This design comes from an exercise in tuning for small area, a short achievable clock period and few clock cycles per item on the open sky130 flow, not from production work. Function was checked by simulation only, so behaviour that the tests miss may differ from the original.

==> 12-10: inputs <==
==> flow/design.v <==
`default_nettype none
module decrypt_rc4 #(
    parameter K_BYTES_LEN =  3,
    parameter M_BYTES_LEN = 16
) (
    input wire logic                                        clk,         
    input wire logic                                        reset,       
    input wire logic                                        enable,      
    input wire logic    [(K_BYTES_LEN * 8) - 1:0]           key,         
    input wire logic    [(M_BYTES_LEN * 8) - 1:0]           bytes_in,    
    output logic        [(M_BYTES_LEN * 8) - 1:0]           bytes_out,   
    output logic                                            done         
);
    logic st_idle, st_ksa, st_f, st_a, st_r, st_done;
    logic [7:0]  si;         
    logic [7:0]  sp;         
    logic [7:0]  a;          
    logic [7:0]  kk;         
    logic [1:0]  kq;         
    logic        we2;        
    logic [7:0]  n;          
    logic [15:0] w;          
    logic [15:0] dlo, dlo2, wlo;
    logic [31:0] dhi, whi;
    logic [7:0]  dm;         
    logic [7:0]  xr;         
    logic [7:0]  qv;         
    logic        eq_i, eq_j; 
    logic [7:0]   R [0:255];
    logic [7:0]   x;         
    logic [7:0]   wr;        
    logic         init, we;
    assign init = st_idle | st_done;
    assign we   = (st_ksa & we2) | st_f | st_a;
    function automatic logic [47:0] sumdec(input logic [7:0] u, input logic [7:0] v);
        logic [7:0]  h, g;
        logic [3:0]  e [0:7];    
        logic [15:0] lo;
        logic [31:0] hi;
        h = u ^ v;
        g = u & v;
        for (int b = 0; b < 8; b++)
            for (int c = 0; c < 4; c++) begin
                if (b == 0)
                    e[b][c] = (h[0] == c[1]);
                else
                    e[b][c] = ((h[b] ^ c[1]) == (g[b-1] | (h[b-1] & ~c[0])));
            end
        for (int k = 0; k < 16; k++)
            lo[k] = e[0][{k[0], 1'b0}] & e[1][{k[1], k[0]}] &
                    e[2][{k[2], k[1]}] & e[3][{k[3], k[2]}];
        for (int k = 0; k < 32; k++)
            hi[k] = e[4][{k[1], k[0]}] & e[5][{k[2], k[1]}] &
                    e[6][{k[3], k[2]}] & e[7][{k[4], k[3]}];
        sumdec = {hi, lo};
    endfunction
    logic [7:0] xg [0:31];
    always_comb begin
        for (int gi = 0; gi < 32; gi++) begin
            xg[gi] = 8'd0;
            for (int l = 0; l < 8; l++)
                xg[gi] = xg[gi] | ({8{(gi < 16) ? dlo[(gi * 8 + l) % 16] : dlo2[(gi * 8 + l) % 16]}} &
                                   R[(gi * 8 + l + 1) % 256]);
        end
        x = 8'd0;
        for (int gi = 0; gi < 32; gi++)
            x = x | ({8{dhi[gi]}} & xg[gi]);
    end
    always_comb begin
        wr = 8'd0;
        for (int k = 0; k < 16; k++)
            wr = wr | ({8{w[k]}} & R[(240 + k + 2) % 256]);
    end
    function automatic logic [7:0] mask(input integer p);
        logic [7:0] pm;
        pm = p - 1;
        mask = ~pm;
    endfunction
    logic [7:0] Q [0:255];       
    genvar p;
    generate
        for (p = 0; p < 256; p++) begin : g_ent
            localparam logic [7:0] M  = mask(p);
            localparam logic [7:0] MN = mask((p + 1) % 256);
            logic       t1, t2;
            logic [7:0] a, m, q;
            assign t1 = ~(wlo[p % 16] & whi[p / 8]);
            assign t2 = (wlo[p % 16] & whi[p / 8]) | init;
            assign a  = Q[(p + 1) % 256];
            for (genvar b = 0; b < 8; b++) begin : g_bit
                if (M[b] != MN[b]) begin : g_inv
                    rc4_oi u_c (.t1(t1), .t2(t2), .b(~(sp[b] ^ M[b])), .a(a[b]), .y(m[b]));
                end else begin : g_non
                    rc4_o u_c (.t1(t1), .t2(t2), .b(sp[b] ^ M[b]), .a(a[b]), .y(m[b]));
                end
            end
            if (p >= 240) begin : g_win
                assign q = (we && w[(p - 240) % 16]) ? (x ^ M) : m;
            end else begin : g_nowin
                assign q = m;
            end
            always_ff @(posedge clk)
                Q[p] <= q;
            assign R[p] = Q[p] ^ M;
        end
    endgenerate
    logic [7:0] knext;
    always_comb begin
        case (kq)
            2'd0:    knext = key[7:0];
            2'd1:    knext = key[15:8];
            default: knext = key[23:16];
        endcase
    end
    logic       fwd_new, fwd_old;
    logic [7:0] si_next;
    assign fwd_new = st_ksa & ((si ^ a) == 8'hff);    
    assign fwd_old = wlo[0] & whi[0];            
    assign si_next = fwd_new ? si : (fwd_old ? sp : R[1]);
    logic [7:0] tv;          
    assign tv = xr + qv;
    logic [7:0] du, dv;
    always_comb begin
        if (st_ksa) begin
            du = a;
            dv = si;
        end else if (st_f) begin
            du = si_next;
            dv = 8'hfe;
        end else if (st_a || (st_r && n == 8'd16)) begin
            du = xr;
            dv = qv;
        end else begin
            du = a;
            dv = wr;
        end
    end
    logic we_next;
    assign we_next = ~reset & (st_ksa | st_f | (st_r & n < 8'd16));
    always_ff @(posedge clk) begin
        logic [47:0] dd;
        dd = sumdec(du, dv);
        dlo  <= dd[15:0];
        dlo2 <= dd[15:0];
        dhi  <= dd[47:16];
        wlo  <= dd[15:0] & {16{we_next}};
        whi  <= dd[47:16];
    end
    always_ff @(posedge clk) begin
        if (init) begin
            si  <= 8'd0;
            a   <= key[7:0] - 8'd2;
            kk  <= key[15:8];
            kq  <= 2'd2;
            we2 <= 1'b0;
            n   <= 8'd0;
            w   <= 16'h4000;
        end else if (st_ksa) begin
            si  <= si_next;
            sp  <= si;
            a   <= a + si + kk - 8'd1;
            kk  <= knext;
            kq  <= (kq == 2'd2) ? 2'd0 : kq + 2'd1;
            we2 <= 1'b1;
            n   <= n + 8'd1;
        end else if (st_f) begin
            si  <= si_next;
            sp  <= si_next;
            dm  <= si_next - 8'd2;
            w   <= 16'h8000;
            n   <= 8'd1;
        end else if (st_a) begin
            xr  <= x;
            eq_i <= (tv == ~n);
            eq_j <= (tv == dm - 8'd1);
            qv  <= sp + ~{n[6:0] + 7'd1, 1'b0} + {7'd0, n == 8'd16};
            a   <= dm - 8'd2;
            w   <= w >> 1;
        end else if (st_r) begin
            si  <= wr;
            sp  <= wr;
            if (n == 8'd16) begin
                eq_i <= 1'b0;
                eq_j <= 1'b0;
            end
            dm  <= a + wr;
            n   <= n + 8'd1;
        end
    end
    logic [7:0] ks;
    logic [3:0] ob;
    assign ks = eq_i ? sp : (eq_j ? xr : x);
    assign ob = 4'd1 - n[3:0];
    generate
        for (p = 0; p < 16; p++) begin : g_out
            always_ff @(posedge clk)
                if (st_r && n != 8'd1 && ob == p)
                    bytes_out[p*8 +: 8] <= bytes_in[p*8 +: 8] ^ ks;
        end
    endgenerate
    always_ff @(posedge clk) begin
        done <= 1'b0;
        if (reset) begin
            st_idle <= 1'b1;
            st_ksa  <= 1'b0;
            st_f    <= 1'b0;
            st_a    <= 1'b0;
            st_r    <= 1'b0;
            st_done <= 1'b0;
        end else begin
            if (st_idle && enable) begin
                st_idle <= 1'b0;
                st_ksa  <= 1'b1;
            end
            if (st_ksa && n == 8'd255) begin
                st_ksa <= 1'b0;
                st_f   <= 1'b1;
            end
            if (st_f) begin
                st_f <= 1'b0;
                st_a <= 1'b1;
            end
            if (st_a) begin
                st_a <= 1'b0;
                st_r <= 1'b1;
            end
            if (st_r) begin
                if (n == 8'd17) begin
                    st_r    <= 1'b0;
                    st_done <= 1'b1;
                    done    <= 1'b1;
                end else if (n != 8'd16) begin
                    st_r <= 1'b0;
                    st_a <= 1'b1;
                end
            end
            if (st_done && !enable) begin
                st_done <= 1'b0;
                st_idle <= 1'b1;
            end
        end
    end
endmodule
module rc4_oi (input wire logic t1, t2, b, a, output logic y);
    assign y = ~((t1 | b) & (t2 | a));
endmodule
module rc4_o (input wire logic t1, t2, b, a, output logic y);
    assign y = (t1 | b) & (t2 | a);
endmodule
==> flow/run.sh <==
#!/bin/bash
# synth_recipe.tcl (not shown) runs the flow's synth.tcl, then flattens the netlist and writes it again
# the make line also repeats each setting of config.mk as NAME=value (left out here)
make -C /OpenROAD-flow-scripts/flow DESIGN_CONFIG=/design/flow/config.mk WORK_HOME=/design/flow/orfs CLKGATE_MAP_FILE= SYNTH_SCRIPT=/design/flow/synth_recipe.tcl finish
==> flow/config.mk <==
export PLATFORM = sky130hd
export DESIGN_NAME = decrypt_rc4
export DESIGN_NICKNAME = decrypt_rc4
export VERILOG_FILES = /design/flow/design.v
export SDC_FILE = /design/flow/constraint.sdc
export NUM_CORES = 4
export LEC_CHECK = 0
export CAP_MARGIN = 20
export CORE_MARGIN = 2
export CORE_UTILIZATION = 40
export PLACE_DENSITY = 0.55
export SETUP_SLACK_MARGIN = 3
export SLEW_MARGIN = 20
export SYNTH_HIERARCHICAL = 1
export SYNTH_MEMORY_MAX_BITS = 4096
export SYNTH_MINIMUM_KEEP_SIZE = 0
export TNS_END_PERCENT = 10
==> flow/constraint.sdc <==
create_clock -name core_clock -period 8.0 [get_ports {clk}]
set_input_delay 1.6000 -clock core_clock [delete_from_list [all_inputs] [get_ports {clk}]]
set_output_delay 1.6000 -clock core_clock [all_outputs]
set_load 0.01 [all_outputs]
==> inputs of 11-18, as changes to 12-10 <==
==> flow/design.v, changed modules only <==
module decrypt_rc4 #(
    parameter K_BYTES_LEN =  3,
    parameter M_BYTES_LEN = 16
) (
    input wire logic                                        clk,         
    input wire logic                                        reset,       
    input wire logic                                        enable,      
    input wire logic    [(K_BYTES_LEN * 8) - 1:0]           key,         
    input wire logic    [(M_BYTES_LEN * 8) - 1:0]           bytes_in,    
    output logic        [(M_BYTES_LEN * 8) - 1:0]           bytes_out,   
    output logic                                            done         
);
    logic st_idle, st_ksa, st_f, st_a, st_r, st_w, st_done;
    logic [7:0]  si;         
    logic [7:0]  sp;         
    logic [7:0]  a;          
    logic [7:0]  kk;         
    logic [1:0]  kq;         
    logic        we2;        
    logic [7:0]  n;          
    logic [15:0] w;          
    logic        dw;         
    logic [15:0] dlo, dlo2, wlo;
    logic [31:0] dhi, whi;
    logic [7:0]  dm;         
    logic [7:0]  xr;         
    logic [7:0]  xh;         
    logic [7:0]  qv;         
    logic        eq_i, eq_j; 
    logic [7:0]   R [0:255];
    logic [7:0]   x;         
    logic [7:0]   xq;        
    logic [7:0]   wr;        
    logic         init, we;
    assign init = st_idle | st_done;
    assign we   = (st_ksa & we2) | st_f | st_a;
    function automatic logic [47:0] sumdec(input logic [7:0] u, input logic [7:0] v);
        logic [7:0]  h, g;
        logic [3:0]  e [0:7];    
        logic [15:0] lo;
        logic [31:0] hi;
        h = u ^ v;
        g = u & v;
        for (int b = 0; b < 8; b++)
            for (int c = 0; c < 4; c++) begin
                if (b == 0)
                    e[b][c] = (h[0] == c[1]);
                else
                    e[b][c] = ((h[b] ^ c[1]) == (g[b-1] | (h[b-1] & ~c[0])));
            end
        for (int k = 0; k < 16; k++)
            lo[k] = e[0][{k[0], 1'b0}] & e[1][{k[1], k[0]}] &
                    e[2][{k[2], k[1]}] & e[3][{k[3], k[2]}];
        for (int k = 0; k < 32; k++)
            hi[k] = e[4][{k[1], k[0]}] & e[5][{k[2], k[1]}] &
                    e[6][{k[3], k[2]}] & e[7][{k[4], k[3]}];
        sumdec = {hi, lo};
    endfunction
    logic [7:0] xg [0:31];
    always_comb begin
        for (int gi = 0; gi < 32; gi++) begin
            xg[gi] = 8'd0;
            for (int l = 0; l < 8; l++)
                xg[gi] = xg[gi] | ({8{(gi < 16) ? dlo[(gi * 8 + l) % 16] : dlo2[(gi * 8 + l) % 16]}} &
                                   R[(gi * 8 + l + 1) % 256]);
        end
        xq = 8'd0;
        for (int gi = 0; gi < 32; gi++)
            xq = xq | ({8{dhi[gi]}} & xg[gi]);
    end
    always_comb begin
        wr = 8'd0;
        for (int k = 0; k < 16; k++)
            wr = wr | ({8{w[k]}} & R[(239 + k + 2) % 256]);
    end
    function automatic logic [7:0] mask(input integer p);
        logic [7:0] pm;
        pm = p - 1;
        mask = ~pm;
    endfunction
    logic [7:0] Q [0:255];       
    genvar p;
    generate
        for (p = 0; p < 256; p++) begin : g_ent
            localparam logic [7:0] M  = mask(p);
            localparam logic [7:0] MN = mask((p + 1) % 256);
            logic       t1, t2;
            logic [7:0] a, m, q;
            assign t1 = ~(wlo[p % 16] & whi[p / 8]);
            assign t2 = (wlo[p % 16] & whi[p / 8]) | init;
            assign a  = Q[(p + 1) % 256];
            for (genvar b = 0; b < 8; b++) begin : g_bit
                if (M[b] != MN[b]) begin : g_inv
                    rc4_oi u_c (.t1(t1), .t2(t2), .b(~(sp[b] ^ M[b])), .a(a[b]), .y(m[b]));
                end else begin : g_non
                    rc4_o u_c (.t1(t1), .t2(t2), .b(sp[b] ^ M[b]), .a(a[b]), .y(m[b]));
                end
            end
            if (p >= 239 && p <= 254) begin : g_win
                assign q = (dw && w[(p - 239) % 16] && !(wlo[p % 16] && whi[p / 8])) ? (xr ^ M) : m;
            end else begin : g_nowin
                assign q = m;
            end
            always_ff @(posedge clk)
                Q[p] <= q;
            assign R[p] = Q[p] ^ M;
        end
    endgenerate
    logic [7:0] knext;
    always_comb begin
        case (kq)
            2'd0:    knext = key[7:0];
            2'd1:    knext = key[15:8];
            default: knext = key[23:16];
        endcase
    end
    logic       fwd_new, fwd_old;
    logic [7:0] si_next;
    assign fwd_new = st_ksa & ((si ^ a) == 8'hff);    
    assign fwd_old = wlo[0] & whi[0];            
    assign si_next = fwd_new ? si : (fwd_old ? sp : R[1]);
    logic [7:0] tv;          
    assign tv = xh + qv;
    logic [7:0] du, dv;
    always_comb begin
        if (st_ksa) begin
            du = a;
            dv = si;
        end else if (st_f) begin
            du = fwd_old ? sp : R[1];    
            dv = 8'hfe;
        end else if (st_a) begin
            du = xh;
            dv = qv;
        end else if (st_r && n == 8'd16) begin
            du = xr;
            dv = qv;
        end else begin
            du = a;
            dv = wr;
        end
    end
    logic we_next;
    assign we_next = ~reset & (st_ksa | st_f | (st_r & n < 8'd16));
    assign x = (dw && dlo[13] && dhi[31]) ? xr : xq;
    always_ff @(posedge clk) begin
        xr <= x;
        xh <= xr;
        dw <= we & ~reset;
    end
    always_ff @(posedge clk) begin
        logic [47:0] dd;
        dd = sumdec(du, dv);
        dlo  <= dd[15:0];
        dlo2 <= dd[15:0];
        dhi  <= dd[47:16];
        wlo  <= dd[15:0] & {16{we_next}};
        whi  <= dd[47:16];
    end
    always_ff @(posedge clk) begin
        if (init) begin
            si  <= 8'd0;
            a   <= key[7:0] - 8'd2;
            kk  <= key[15:8];
            kq  <= 2'd2;
            we2 <= 1'b0;
            n   <= 8'd0;
            w   <= 16'h4000;
        end else if (st_ksa) begin
            si  <= si_next;
            sp  <= si;
            a   <= a + si + kk - 8'd1;
            kk  <= knext;
            kq  <= (kq == 2'd2) ? 2'd0 : kq + 2'd1;
            we2 <= 1'b1;
            n   <= n + 8'd1;
        end else if (st_f) begin
            si  <= si_next;
            sp  <= si_next;
            dm  <= si_next - 8'd2;
            n   <= 8'd1;
        end else if (st_a) begin
            eq_i <= (tv == ~n);
            eq_j <= (tv == dm - 8'd1);
            qv  <= sp + ~{n[6:0] + 7'd1, 1'b0} + {7'd0, n == 8'd16};
            a   <= dm - 8'd2;
            if (n == 8'd1)
                w <= 16'h8000;
        end else if (st_r) begin
            w   <= w >> 1;
            si  <= wr;
            sp  <= wr;
            if (n == 8'd16) begin
                eq_i <= 1'b0;
                eq_j <= 1'b0;
            end
            dm  <= a + wr;
            n   <= n + 8'd1;
        end
    end
    logic [7:0] ks;
    logic [3:0] ob;
    assign ks = eq_i ? sp : (eq_j ? xr : xq);
    assign ob = 4'd1 - n[3:0];
    logic [7:0] ks_r;
    logic [3:0] ob_r;
    logic       ow_r;
    always_ff @(posedge clk) begin
        ks_r <= ks;
        ob_r <= ob;
        ow_r <= st_r && n != 8'd1;
    end
    generate
        for (p = 0; p < 16; p++) begin : g_out
            always_ff @(posedge clk)
                if (ow_r && ob_r == p)
                    bytes_out[p*8 +: 8] <= bytes_in[p*8 +: 8] ^ ks_r;
        end
    endgenerate
    always_ff @(posedge clk) begin
        done <= 1'b0;
        if (reset) begin
            st_idle <= 1'b1;
            st_ksa  <= 1'b0;
            st_f    <= 1'b0;
            st_a    <= 1'b0;
            st_r    <= 1'b0;
            st_w    <= 1'b0;
            st_done <= 1'b0;
        end else begin
            if (st_idle && enable) begin
                st_idle <= 1'b0;
                st_ksa  <= 1'b1;
            end
            if (st_ksa && n == 8'd255) begin
                st_ksa <= 1'b0;
                st_f   <= 1'b1;
            end
            if (st_f) begin
                st_f <= 1'b0;
                st_a <= 1'b1;
            end
            if (st_a) begin
                st_a <= 1'b0;
                st_r <= 1'b1;
            end
            if (st_r) begin
                if (n == 8'd17) begin
                    st_r <= 1'b0;
                    st_w <= 1'b1;
                end else if (n != 8'd16) begin
                    st_r <= 1'b0;
                    st_a <= 1'b1;
                end
            end
            if (st_w) begin
                st_w    <= 1'b0;
                st_done <= 1'b1;
                done    <= 1'b1;
            end
            if (st_done && !enable) begin
                st_done <= 1'b0;
                st_idle <= 1'b1;
            end
        end
    end
endmodule
CTS_BUF_LIST = sky130_fd_sc_hd__clkbuf_8 sky130_fd_sc_hd__clkbuf_16   (was not set)
CTS_CLUSTER_DIAMETER = 70   (was not set)
CTS_CLUSTER_SIZE = 24   (was not set)
SETUP_SLACK_MARGIN = 5   (was 3)
TNS_END_PERCENT = 5   (was 10)
==> inputs of 06-16, as changes to 12-10 <==
--- a/flow/design.v
+++ b/flow/design.v
@@ -12,5 +12,5 @@
     output logic                                            done         
 );
-    logic st_idle, st_ksa, st_f, st_a, st_r, st_done;
+    logic st_idle, st_ksa, st_f, st_a, st_r, st_w, st_done;
     logic [7:0]  si;         
     logic [7:0]  sp;         
@@ -25,4 +25,5 @@
     logic [7:0]  dm;         
     logic [7:0]  xr;         
+    logic [7:0]  xh;         
     logic [7:0]  qv;         
     logic        eq_i, eq_j; 
@@ -119,5 +120,5 @@
     assign si_next = fwd_new ? si : (fwd_old ? sp : R[1]);
     logic [7:0] tv;          
-    assign tv = xr + qv;
+    assign tv = xh + qv;
     logic [7:0] du, dv;
     always_comb begin
@@ -126,7 +127,10 @@
             dv = si;
         end else if (st_f) begin
-            du = si_next;
+            du = fwd_old ? sp : R[1];    
             dv = 8'hfe;
-        end else if (st_a || (st_r && n == 8'd16)) begin
+        end else if (st_a) begin
+            du = xh;
+            dv = qv;
+        end else if (st_r && n == 8'd16) begin
             du = xr;
             dv = qv;
@@ -138,4 +142,8 @@
     logic we_next;
     assign we_next = ~reset & (st_ksa | st_f | (st_r & n < 8'd16));
+    always_ff @(posedge clk) begin
+        xr <= x;
+        xh <= xr;
+    end
     always_ff @(posedge clk) begin
         logic [47:0] dd;
@@ -171,5 +179,4 @@
             n   <= 8'd1;
         end else if (st_a) begin
-            xr  <= x;
             eq_i <= (tv == ~n);
             eq_j <= (tv == dm - 8'd1);
@@ -192,9 +199,17 @@
     assign ks = eq_i ? sp : (eq_j ? xr : x);
     assign ob = 4'd1 - n[3:0];
+    logic [7:0] ks_r;
+    logic [3:0] ob_r;
+    logic       ow_r;
+    always_ff @(posedge clk) begin
+        ks_r <= ks;
+        ob_r <= ob;
+        ow_r <= st_r && n != 8'd1;
+    end
     generate
         for (p = 0; p < 16; p++) begin : g_out
             always_ff @(posedge clk)
-                if (st_r && n != 8'd1 && ob == p)
-                    bytes_out[p*8 +: 8] <= bytes_in[p*8 +: 8] ^ ks;
+                if (ow_r && ob_r == p)
+                    bytes_out[p*8 +: 8] <= bytes_in[p*8 +: 8] ^ ks_r;
         end
     endgenerate
@@ -207,4 +222,5 @@
             st_a    <= 1'b0;
             st_r    <= 1'b0;
+            st_w    <= 1'b0;
             st_done <= 1'b0;
         end else begin
@@ -227,11 +243,15 @@
             if (st_r) begin
                 if (n == 8'd17) begin
-                    st_r    <= 1'b0;
-                    st_done <= 1'b1;
-                    done    <= 1'b1;
+                    st_r <= 1'b0;
+                    st_w <= 1'b1;
                 end else if (n != 8'd16) begin
                     st_r <= 1'b0;
                     st_a <= 1'b1;
                 end
+            end
+            if (st_w) begin
+                st_w    <= 1'b0;
+                st_done <= 1'b1;
+                done    <= 1'b1;
             end
             if (st_done && !enable) begin
CTS_BUF_LIST = sky130_fd_sc_hd__clkbuf_8 sky130_fd_sc_hd__clkbuf_16   (was not set)
CTS_CLUSTER_DIAMETER = 80   (was not set)
CTS_CLUSTER_SIZE = 30   (was not set)
SETUP_SLACK_MARGIN = 4.5   (was 3)
==> impl_metrics.env <==
export IMPL_status="finished clean"
export IMPL_totalWireLength_mm=479
export IMPL_cp_depth=9
export IMPL_die_x_um=488
export IMPL_min_to="Q[233][0]"
export IMPL_critical_path_startpoint="dlo[0]"
export IMPL_dp_slack_ns=2.83
export IMPL_most_common_layout_cells="dfxtp_1, o22a_1, nand2_1"
export IMPL_grt_pass1_wl_mm=663
# the run above: 12-10

==> impl_metrics.env <==
export IMPL_status="finished clean"
export IMPL_totalWireLength_mm=434
export IMPL_most_common_layout_cells="dfxtp_1, o22a_1, nand2_1"
export IMPL_die_x_um=474
export IMPL_cp_depth=8
# the run above: 06-16

==> impl_metrics.env <==
export IMPL_grt_pass1_wl_mm=632
export IMPL_min_to="ob_r[1]"
export IMPL_totalWireLength_mm=468
export IMPL_cp_depth=9
export IMPL_critical_path_startpoint="dlo[6]"
export IMPL_status="finished clean"
export IMPL_most_common_layout_cells="dfxtp_1, o22a_1, o22ai_1"
# the run above: 11-18

Testbench counts of 12-10, summed over its fixed seeds: cycles 18,680, items 64.
Testbench counts of 11-18, summed over its fixed seeds: cycles 18,744, items 64.
Testbench counts of 06-16, summed over its fixed seeds: cycles 18,744, items 64.

-- separate check: timing with driven ports --
No port has a modelled driver above. Below, the same layouts with a new extraction and two added sets of constraints.
Step 1 assumes that a clkbuf_16 drives the clock port and a buf_2 every other input.
Step 2, shift: input delay + t, output delay - t, t = (earliest + latest rising clock arrival at the registers) / 2. This alone moves slack from input paths to output paths.
a / b / c = ideal ports / drivers / drivers and shift; a / b = the first two.
run	t (ns)	setup WS [ns]	latest minus earliest clock arrival (ns)
12-10	1.013	2.842 / 2.842 / 2.842	0.072 / 0.072
11-18	0.954	4.642 / 4.642 / 4.524	0.051 / 0.051
06-16	0.964	4.146 / 4.146 / 4.146	0.080 / 0.080
After both steps setup and hold are still met in every run listed. For 11-18, which loses most, drivers alone change the setup slack by 0.000 ns; drivers and shift together by -0.118 ns.
